Source: an optimization exercise on an open RTL-to-GDS flow (aim: small area, a short achievable clock period and few clock cycles). Production flows keep margins and buffers that such runs may drop. In this exercise RTL edits were held to simulation tests only and were not proved equivalent to the original.

==> trial 77 <==
==> flow/design.v (excerpt) <==
module geofence(clk, reset, X, Y, valid, is_inside);
input clk;
input reset;
input [9:0] X;
input [9:0] Y;
output reg valid;
output reg is_inside;
reg [4:0] t;
reg [9:0] px, py;            
reg [19:0] buf0, buf1, buf2;   
reg sx, sy;                  
reg [9:0] mx, my;            
reg lsx, lsy, rsx, rsy;
reg [9:0] lmx, lmy, rmx, rmy;
reg ins;
reg [3:0] hp;                
reg [3:0] qo;                
reg [12:0] hx, hy;           
reg glo, plo;
reg an_r, anz_r;             
reg s0;                      
reg s2;                      
reg tr;                      
reg cr;                      
wire [4:0] tn = t + 5'd1;
always @(posedge clk or posedge reset) begin
    if (reset) begin
        s0 <= 1'b0; s2 <= 1'b0; tr <= 1'b0; cr <= 1'b0;
    end else begin
        s0 <= !valid && (tn == 5'd2 || tn == 5'd3 || tn == 5'd5 || tn == 5'd8 || tn == 5'd11 || tn == 5'd14);
        s2 <= !valid && (tn == 5'd5 || tn == 5'd8 || tn == 5'd11 || tn == 5'd14 || tn == 5'd17);
        tr <= !valid && (tn == 5'd7 || tn == 5'd10 || tn == 5'd13 || tn == 5'd16);
        cr <= !valid && tr;
    end
end
wire [19:0] vin = (t == 5'd2 || t == 5'd8) ? buf0 : (t == 5'd3 || t == 5'd11) ? buf1 : buf2;
wire [10:0] dx = {1'b0, vin[19:10]} - {1'b0, px};
wire [10:0] dy = {1'b0, vin[9:0]} - {1'b0, py};
wire [9:0] ax = (dx[9:0] ^ {10{dx[10]}}) + {9'd0, dx[10]};
wire [9:0] ay = (dy[9:0] ^ {10{dy[10]}}) + {9'd0, dy[10]};
  ...
==> module geofence, before the edit <==
module geofence(clk, reset, X, Y, valid, is_inside);
input clk;
input reset;
input [9:0] X;
input [9:0] Y;
output reg valid;
output reg is_inside;
reg [4:0] t;
reg [9:0] px, py;            
reg [19:0] buf0, buf1, buf2;   
reg sx, sy;                  
reg [9:0] mx, my;            
reg lsx, lsy, rsx, rsy;
reg [9:0] lmx, lmy, rmx, rmy;
reg ins;
reg [3:0] hp;                
reg [3:0] qo;                
reg [12:0] hx, hy;           
reg glo, plo;
reg an_r, anz_r;             
reg s0;                      
reg s2;                      
reg tr;                      
reg cr;                      
wire [4:0] tn = t + 5'd1;
always @(posedge clk or posedge reset) begin
    if (reset) begin
        s0 <= 1'b0; s2 <= 1'b0; tr <= 1'b0; cr <= 1'b0;
    end else begin
        s0 <= !valid && (tn == 5'd2 || tn == 5'd3 || tn == 5'd5 || tn == 5'd8 || tn == 5'd11 || tn == 5'd14);
        s2 <= !valid && (tn == 5'd5 || tn == 5'd8 || tn == 5'd11 || tn == 5'd14 || tn == 5'd17);
        tr <= !valid && (tn == 5'd7 || tn == 5'd10 || tn == 5'd13 || tn == 5'd16);
        cr <= !valid && tr;
    end
end
wire [19:0] vin = (t == 5'd2 || t == 5'd8) ? buf0 : (t == 5'd3 || t == 5'd11) ? buf1 : buf2;
wire [10:0] dx = {1'b0, vin[19:10]} - {1'b0, px};
wire [10:0] dy = {1'b0, vin[9:0]} - {1'b0, py};
wire [9:0] ax = (dx[9:0] ^ {10{dx[10]}}) + {9'd0, dx[10]};
wire [9:0] ay = (dy[9:0] ^ {10{dy[10]}}) + {9'd0, dy[10]};
wire [3:0] side = {Y < py, Y > py, X < px, X > px};
wire early_out = |(hp & side);
wire [3:0] quad = {side[0] & side[3], side[1] & side[3], side[1] & side[2], side[0] & side[2]};
wire early_in = &(qo | quad);
wire zx = mx == 10'd0, zy = my == 10'd0;
wire zlx = lmx == 10'd0, zly = lmy == 10'd0;
wire zrx = rmx == 10'd0, zry = rmy == 10'd0;
wire [9:0] umx = tr ? rmx : lmx, umy = tr ? rmy : lmy;
wire [12:0] hx_d, hy_d;
wire glo_d, plo_d, c_le, c_lt;
xs1 u1(.a(umx), .b(my), .c(umy), .d(mx), .hx(hx_d), .hy(hy_d), .glo(glo_d), .plo(plo_d));
xs2 u2(.hx(hx), .hy(hy), .glo(glo), .plo(plo), .le(c_le), .lt(c_lt));
wire c_s1 = (cr ? rsx : lsx) ^ sy, c_s2 = (cr ? rsy : lsy) ^ sx;
wire c_nz = cr ? (!(zrx || zy) || !(zry || zx)) : (!(zlx || zy) || !(zly || zx));
wire cn  = (c_s1 == c_s2) ? (c_s1 ? !c_le : c_lt) : (c_s1 && c_nz);    
wire cnz = (c_s1 == c_s2) ? (c_s1 ? !c_lt : c_le) : (c_s1 || !c_nz);   
wire an  = cr ? an_r : cn;
wire anz = cr ? anz_r : cnz;
wire bn  = !cnz;             
wire bnz = !cn;
wire opp = (!zx && (sx ^ lsx)) || (!zy && (sy ^ lsy));
wire hit = (zx && zy) || (an && bnz) || (anz && bn) || (anz && !an && bnz && !bn && opp);
wire newl = an && !bnz;       
wire newr = !anz && bn;       
wire early = t == 5'd6 && (ins || early_in || early_out);
wire last = s2 && t != 5'd5 && (ins || hit || t == 5'd17);
always @(posedge clk or posedge reset) begin
    if (reset) t <= 5'd0;
    else if (valid) t <= 5'd0;
    else t <= t + 5'd1;
end
always @(posedge clk) begin
    hx <= hx_d; hy <= hy_d; glo <= glo_d; plo <= plo_d;
    an_r <= cn; anz_r <= cnz;
    if (s0) begin
        sx <= dx[10]; mx <= ax;
        sy <= dy[10]; my <= ay;
    end
end
always @(posedge clk) begin
    if (t == 5'd0) begin
        px <= X;
        py <= Y;
    end
    if (t == 5'd1 || t == 5'd4) buf0 <= {X, Y};
    if (t == 5'd2 || t == 5'd5) buf1 <= {X, Y};
    if (t == 5'd3 || t == 5'd6) buf2 <= {X, Y};
    if (t == 5'd1) begin hp <= side; qo <= quad; end
    else if (t <= 5'd5) begin hp <= hp & side; qo <= qo | quad; end
    if (t == 5'd3) begin
        lsx <= sx; lmx <= mx; lsy <= sy; lmy <= my;
        rsx <= sx; rmx <= mx; rsy <= sy; rmy <= my;
        ins <= zx && zy;
    end else if (s2) begin
        if (hit) ins <= 1'b1;
        if (newl) begin lsx <= sx; lmx <= mx; lsy <= sy; lmy <= my; end
        if (newr) begin rsx <= sx; rmx <= mx; rsy <= sy; rmy <= my; end
    end
end
always @(posedge clk or posedge reset) begin
    if (reset) begin
        valid <= 1'b0;
        is_inside <= 1'b0;
    end else begin
        valid <= !valid && (early || last);
        is_inside <= early ? (ins || early_in) : (ins || hit);
    end
end
endmodule
export LEC_CHECK = 0
export CAP_MARGIN = 20
export CORE_MARGIN = 2
export CORE_UTILIZATION = 40
export CTS_BUF_LIST = sky130_fd_sc_hd__clkbuf_4 sky130_fd_sc_hd__clkbuf_8
export CTS_CLUSTER_DIAMETER = 60
export CTS_CLUSTER_SIZE = 20
export PLACE_DENSITY = 0.6
export SETUP_SLACK_MARGIN = 5
export SLEW_MARGIN = 20
create_clock -name core_clock -period 12.0 [get_ports {clk}]
standard.sh (not shown) runs the stock make flow with config.mk's settings and CLKGATE_MAP_FILE= SYNTH_SCRIPT=/design/flow/synth_recipe.tcl, a recipe that flattens the netlist after the stock synthesis.
==> flow/flow/run.sh <==
#!/bin/bash
# The standard layout, with one extra step between synthesis and floorplan:
# invopt.py removes the inverters that Yosys's full-adder extraction leaves between
# adders (see invopt.py). Each tool's output goes to a log of its own.
set -euo pipefail
R=orfs/results/$FLOW_PLATFORM/geofence/base
LIB=$FLOW_HOME/platforms/$FLOW_PLATFORM/lib/sky130_fd_sc_hd__tt_025C_1v80.lib
bash standard.sh synth > synth.log 2>&1
cp $R/1_2_yosys.v 1_2_yosys.synth.v
python3 flow/invopt.py $LIB 1_2_yosys.synth.v 1_2_yosys.invopt.v > invopt.log 2>&1
cp 1_2_yosys.invopt.v $R/1_2_yosys.v
bash standard.sh SETUP_SLACK_MARGIN=7 "CTS_ARGS=-sink_clustering_enable -repair_clock_nets -buf_list {sky130_fd_sc_hd__clkbuf_4 sky130_fd_sc_hd__clkbuf_8} -sink_clustering_size 20 -sink_clustering_max_diameter 60 -dont_use_dummy_load" finish > layout.log 2>&1
Other scripts of this flow, unchanged in this note and not shown: flow/flow/invopt.py
==> trial 9: changes against trial 77 <==
--- a/flow/flow/run.sh
+++ b/flow/flow/run.sh
@@ -11,2 +11,2 @@
 cp 1_2_yosys.invopt.v $R/1_2_yosys.v
-bash standard.sh SETUP_SLACK_MARGIN=7 "CTS_ARGS=-sink_clustering_enable -repair_clock_nets -buf_list {sky130_fd_sc_hd__clkbuf_4 sky130_fd_sc_hd__clkbuf_8} -sink_clustering_size 20 -sink_clustering_max_diameter 60 -dont_use_dummy_load" finish > layout.log 2>&1
+bash standard.sh SETUP_SLACK_MARGIN=7.5 "BUFFER_PORTS_ARGS=-buffer_cell sky130_fd_sc_hd__buf_2" "CTS_ARGS=-sink_clustering_enable -repair_clock_nets -buf_list {sky130_fd_sc_hd__clkbuf_4 sky130_fd_sc_hd__clkbuf_8} -sink_clustering_size 20 -sink_clustering_max_diameter 60 -dont_use_dummy_load" finish > layout.log 2>&1
==> build 37: changes against trial 77 <==
--- a/flow/design.v
+++ b/flow/design.v
@@ -7,3 +7,3 @@
 output reg is_inside;
-reg [4:0] t;
+reg [3:0] t;
 reg [9:0] px, py;            
@@ -16,22 +16,7 @@
 reg [3:0] hp;                
-reg [3:0] qo;                
-reg [12:0] hx, hy;           
-reg glo, plo;
-reg an_r, anz_r;             
-reg s0;                      
-reg s2;                      
-reg tr;                      
-reg cr;                      
-wire [4:0] tn = t + 5'd1;
-always @(posedge clk or posedge reset) begin
-    if (reset) begin
-        s0 <= 1'b0; s2 <= 1'b0; tr <= 1'b0; cr <= 1'b0;
-    end else begin
-        s0 <= !valid && (tn == 5'd2 || tn == 5'd3 || tn == 5'd5 || tn == 5'd8 || tn == 5'd11 || tn == 5'd14);
-        s2 <= !valid && (tn == 5'd5 || tn == 5'd8 || tn == 5'd11 || tn == 5'd14 || tn == 5'd17);
-        tr <= !valid && (tn == 5'd7 || tn == 5'd10 || tn == 5'd13 || tn == 5'd16);
-        cr <= !valid && tr;
-    end
-end
-wire [19:0] vin = (t == 5'd2 || t == 5'd8) ? buf0 : (t == 5'd3 || t == 5'd11) ? buf1 : buf2;
+reg [12:0] ahx, ahy, bhx, bhy;   
+reg aglo, aplo, bglo, bplo;
+wire s0 = t == 4'd2 || t == 4'd3 || t == 4'd5 || t == 4'd7 || t == 4'd9 || t == 4'd11;
+wire s2 = t == 4'd5 || t == 4'd7 || t == 4'd9 || t == 4'd11 || t == 4'd13;
+wire [19:0] vin = (t == 4'd2 || t == 4'd7) ? buf0 : (t == 4'd3 || t == 4'd9) ? buf1 : buf2;
 wire [10:0] dx = {1'b0, vin[19:10]} - {1'b0, px};
@@ -42,4 +27,2 @@
 wire early_out = |(hp & side);
-wire [3:0] quad = {side[0] & side[3], side[1] & side[3], side[1] & side[2], side[0] & side[2]};
-wire early_in = &(qo | quad);
 wire zx = mx == 10'd0, zy = my == 10'd0;
@@ -47,29 +30,34 @@
 wire zrx = rmx == 10'd0, zry = rmy == 10'd0;
-wire [9:0] umx = tr ? rmx : lmx, umy = tr ? rmy : lmy;
-wire [12:0] hx_d, hy_d;
-wire glo_d, plo_d, c_le, c_lt;
-xs1 u1(.a(umx), .b(my), .c(umy), .d(mx), .hx(hx_d), .hy(hy_d), .glo(glo_d), .plo(plo_d));
-xs2 u2(.hx(hx), .hy(hy), .glo(glo), .plo(plo), .le(c_le), .lt(c_lt));
-wire c_s1 = (cr ? rsx : lsx) ^ sy, c_s2 = (cr ? rsy : lsy) ^ sx;
-wire c_nz = cr ? (!(zrx || zy) || !(zry || zx)) : (!(zlx || zy) || !(zly || zx));
-wire cn  = (c_s1 == c_s2) ? (c_s1 ? !c_le : c_lt) : (c_s1 && c_nz);    
-wire cnz = (c_s1 == c_s2) ? (c_s1 ? !c_lt : c_le) : (c_s1 || !c_nz);   
-wire an  = cr ? an_r : cn;
-wire anz = cr ? anz_r : cnz;
-wire bn  = !cnz;             
-wire bnz = !cn;
+wire [12:0] ahx_d, ahy_d;
+wire aglo_d, aplo_d, a_le, a_dn;
+xs1 ua1(.a(lmx), .b(my), .c(lmy), .d(mx), .hx(ahx_d), .hy(ahy_d), .glo(aglo_d), .plo(aplo_d));
+xs2 ua2(.hx(ahx), .hy(ahy), .glo(aglo), .plo(aplo), .le(a_le), .lt(a_dn));
+wire a_dz = a_le && !a_dn;
+wire a_s1 = lsx ^ sy, a_s2 = lsy ^ sx;
+wire a_nz = !(zlx || zy) || !(zly || zx);
+wire an = (a_s1 == a_s2) ? (a_s1 ? !(a_dn || a_dz) : a_dn) : (a_s1 && a_nz);
+wire az = (a_s1 == a_s2) ? a_dz : !a_nz;
+wire ap = !an && !az;
+wire [12:0] bhx_d, bhy_d;
+wire bglo_d, bplo_d, b_le, b_dn;
+xs1 ub1(.a(mx), .b(rmy), .c(my), .d(rmx), .hx(bhx_d), .hy(bhy_d), .glo(bglo_d), .plo(bplo_d));
+xs2 ub2(.hx(bhx), .hy(bhy), .glo(bglo), .plo(bplo), .le(b_le), .lt(b_dn));
+wire b_dz = b_le && !b_dn;
+wire b_s1 = sx ^ rsy, b_s2 = sy ^ rsx;
+wire b_nz = !(zx || zry) || !(zy || zrx);
+wire bn = (b_s1 == b_s2) ? (b_s1 ? !(b_dn || b_dz) : b_dn) : (b_s1 && b_nz);
+wire bz = (b_s1 == b_s2) ? b_dz : !b_nz;
+wire bp = !bn && !bz;
 wire opp = (!zx && (sx ^ lsx)) || (!zy && (sy ^ lsy));
-wire hit = (zx && zy) || (an && bnz) || (anz && bn) || (anz && !an && bnz && !bn && opp);
-wire newl = an && !bnz;       
-wire newr = !anz && bn;       
-wire early = t == 5'd6 && (ins || early_in || early_out);
-wire last = s2 && t != 5'd5 && (ins || hit || t == 5'd17);
+wire hit = (zx && zy) || (an && (bn || bz)) || (az && bn) || (az && bz && opp);
+wire early = t == 4'd6 && (ins || early_out);
+wire last = s2 && t != 4'd5 && (ins || hit || t == 4'd13);
 always @(posedge clk or posedge reset) begin
-    if (reset) t <= 5'd0;
-    else if (valid) t <= 5'd0;
-    else t <= t + 5'd1;
+    if (reset) t <= 4'd0;
+    else if (valid) t <= 4'd0;
+    else t <= t + 4'd1;
 end
 always @(posedge clk) begin
-    hx <= hx_d; hy <= hy_d; glo <= glo_d; plo <= plo_d;
-    an_r <= cn; anz_r <= cnz;
+    ahx <= ahx_d; ahy <= ahy_d; aglo <= aglo_d; aplo <= aplo_d;
+    bhx <= bhx_d; bhy <= bhy_d; bglo <= bglo_d; bplo <= bplo_d;
     if (s0) begin
@@ -80,3 +68,3 @@
 always @(posedge clk) begin
-    if (t == 5'd0) begin
+    if (t == 4'd0) begin
         px <= X;
@@ -84,8 +72,8 @@
     end
-    if (t == 5'd1 || t == 5'd4) buf0 <= {X, Y};
-    if (t == 5'd2 || t == 5'd5) buf1 <= {X, Y};
-    if (t == 5'd3 || t == 5'd6) buf2 <= {X, Y};
-    if (t == 5'd1) begin hp <= side; qo <= quad; end
-    else if (t <= 5'd5) begin hp <= hp & side; qo <= qo | quad; end
-    if (t == 5'd3) begin
+    if (t == 4'd1 || t == 4'd4) buf0 <= {X, Y};
+    if (t == 4'd2 || t == 4'd5) buf1 <= {X, Y};
+    if (t == 4'd3 || t == 4'd6) buf2 <= {X, Y};
+    if (t == 4'd1) hp <= side;
+    else if (t <= 4'd5) hp <= hp & side;
+    if (t == 4'd3) begin
         lsx <= sx; lmx <= mx; lsy <= sy; lmy <= my;
@@ -95,4 +83,4 @@
         if (hit) ins <= 1'b1;
-        if (newl) begin lsx <= sx; lmx <= mx; lsy <= sy; lmy <= my; end
-        if (newr) begin rsx <= sx; rmx <= mx; rsy <= sy; rmy <= my; end
+        if (an && bp) begin lsx <= sx; lmx <= mx; lsy <= sy; lmy <= my; end
+        if (ap && bn) begin rsx <= sx; rmx <= mx; rsy <= sy; rmy <= my; end
     end
@@ -105,3 +93,3 @@
         valid <= !valid && (early || last);
-        is_inside <= early ? (ins || early_in) : (ins || hit);
+        is_inside <= early ? ins : (ins || hit);
     end
--- a/flow/flow/run.sh
+++ b/flow/flow/run.sh
@@ -11,2 +11,2 @@
 cp 1_2_yosys.invopt.v $R/1_2_yosys.v
-bash standard.sh SETUP_SLACK_MARGIN=7 "CTS_ARGS=-sink_clustering_enable -repair_clock_nets -buf_list {sky130_fd_sc_hd__clkbuf_4 sky130_fd_sc_hd__clkbuf_8} -sink_clustering_size 20 -sink_clustering_max_diameter 60 -dont_use_dummy_load" finish > layout.log 2>&1
+bash standard.sh SETUP_SLACK_MARGIN=8 "CTS_ARGS=-sink_clustering_enable -repair_clock_nets -buf_list {sky130_fd_sc_hd__clkbuf_4 sky130_fd_sc_hd__clkbuf_8} -sink_clustering_size 20 -sink_clustering_max_diameter 60 -dont_use_dummy_load" finish > layout.log 2>&1
==> results.txt <==
- Non-clock buffer count: trial 77 < trial 9 < build 37.
- Trial 77 completed with no timing, DRC or antenna violations. Build 37 completed without violations. Trial 9 completed without violations.
- The lowest first-iteration DRC count belongs to trial 9, the highest to build 37.
- Between trial 9 and build 37, the lower worst hold slack is in build 37 (gap 75 ps).
Testbench counts of trial 77, summed over its fixed seeds: cycles 79,733.
Testbench counts of trial 9, summed over its fixed seeds: cycles 79,733.
Testbench counts of build 37, summed over its fixed seeds: cycles 75,647.

-- what the ideal ports hide --
Ports are ideal in the flow. The routed layouts listed here were re-timed in OpenROAD.
Step 1: set_driving_cell puts a clkbuf_16 on clk and a buf_2 on each other input, an assumption about the parent block.
Step 2 times the ports against the registers' clock, not the clock port: input delays grow and output delays shrink by t, the midpoint of the rising clock arrivals with the driver on.
Slacks: ideal / step 1 / step 2; pairs: ideal / step 1.
run	shift t [ns]	setup slack, ns	hold slack, ns	worst data-port slew with drivers (ns)
trial 77	0.520	7.167 / 7.189 / 6.668	0.535 / 0.535 / 0.535	0.03
trial 9	0.513	7.466 / 7.466 / 7.160	0.577 / 0.577 / 0.577	0.03
build 37	0.635	7.956 / 7.956 / 7.470	0.502 / 0.502 / 0.502	0.04
After both steps every run listed still meets setup and hold. For trial 77, which loses most, drivers alone change the setup slack by +0.022 ns; drivers and shift together by -0.499 ns.
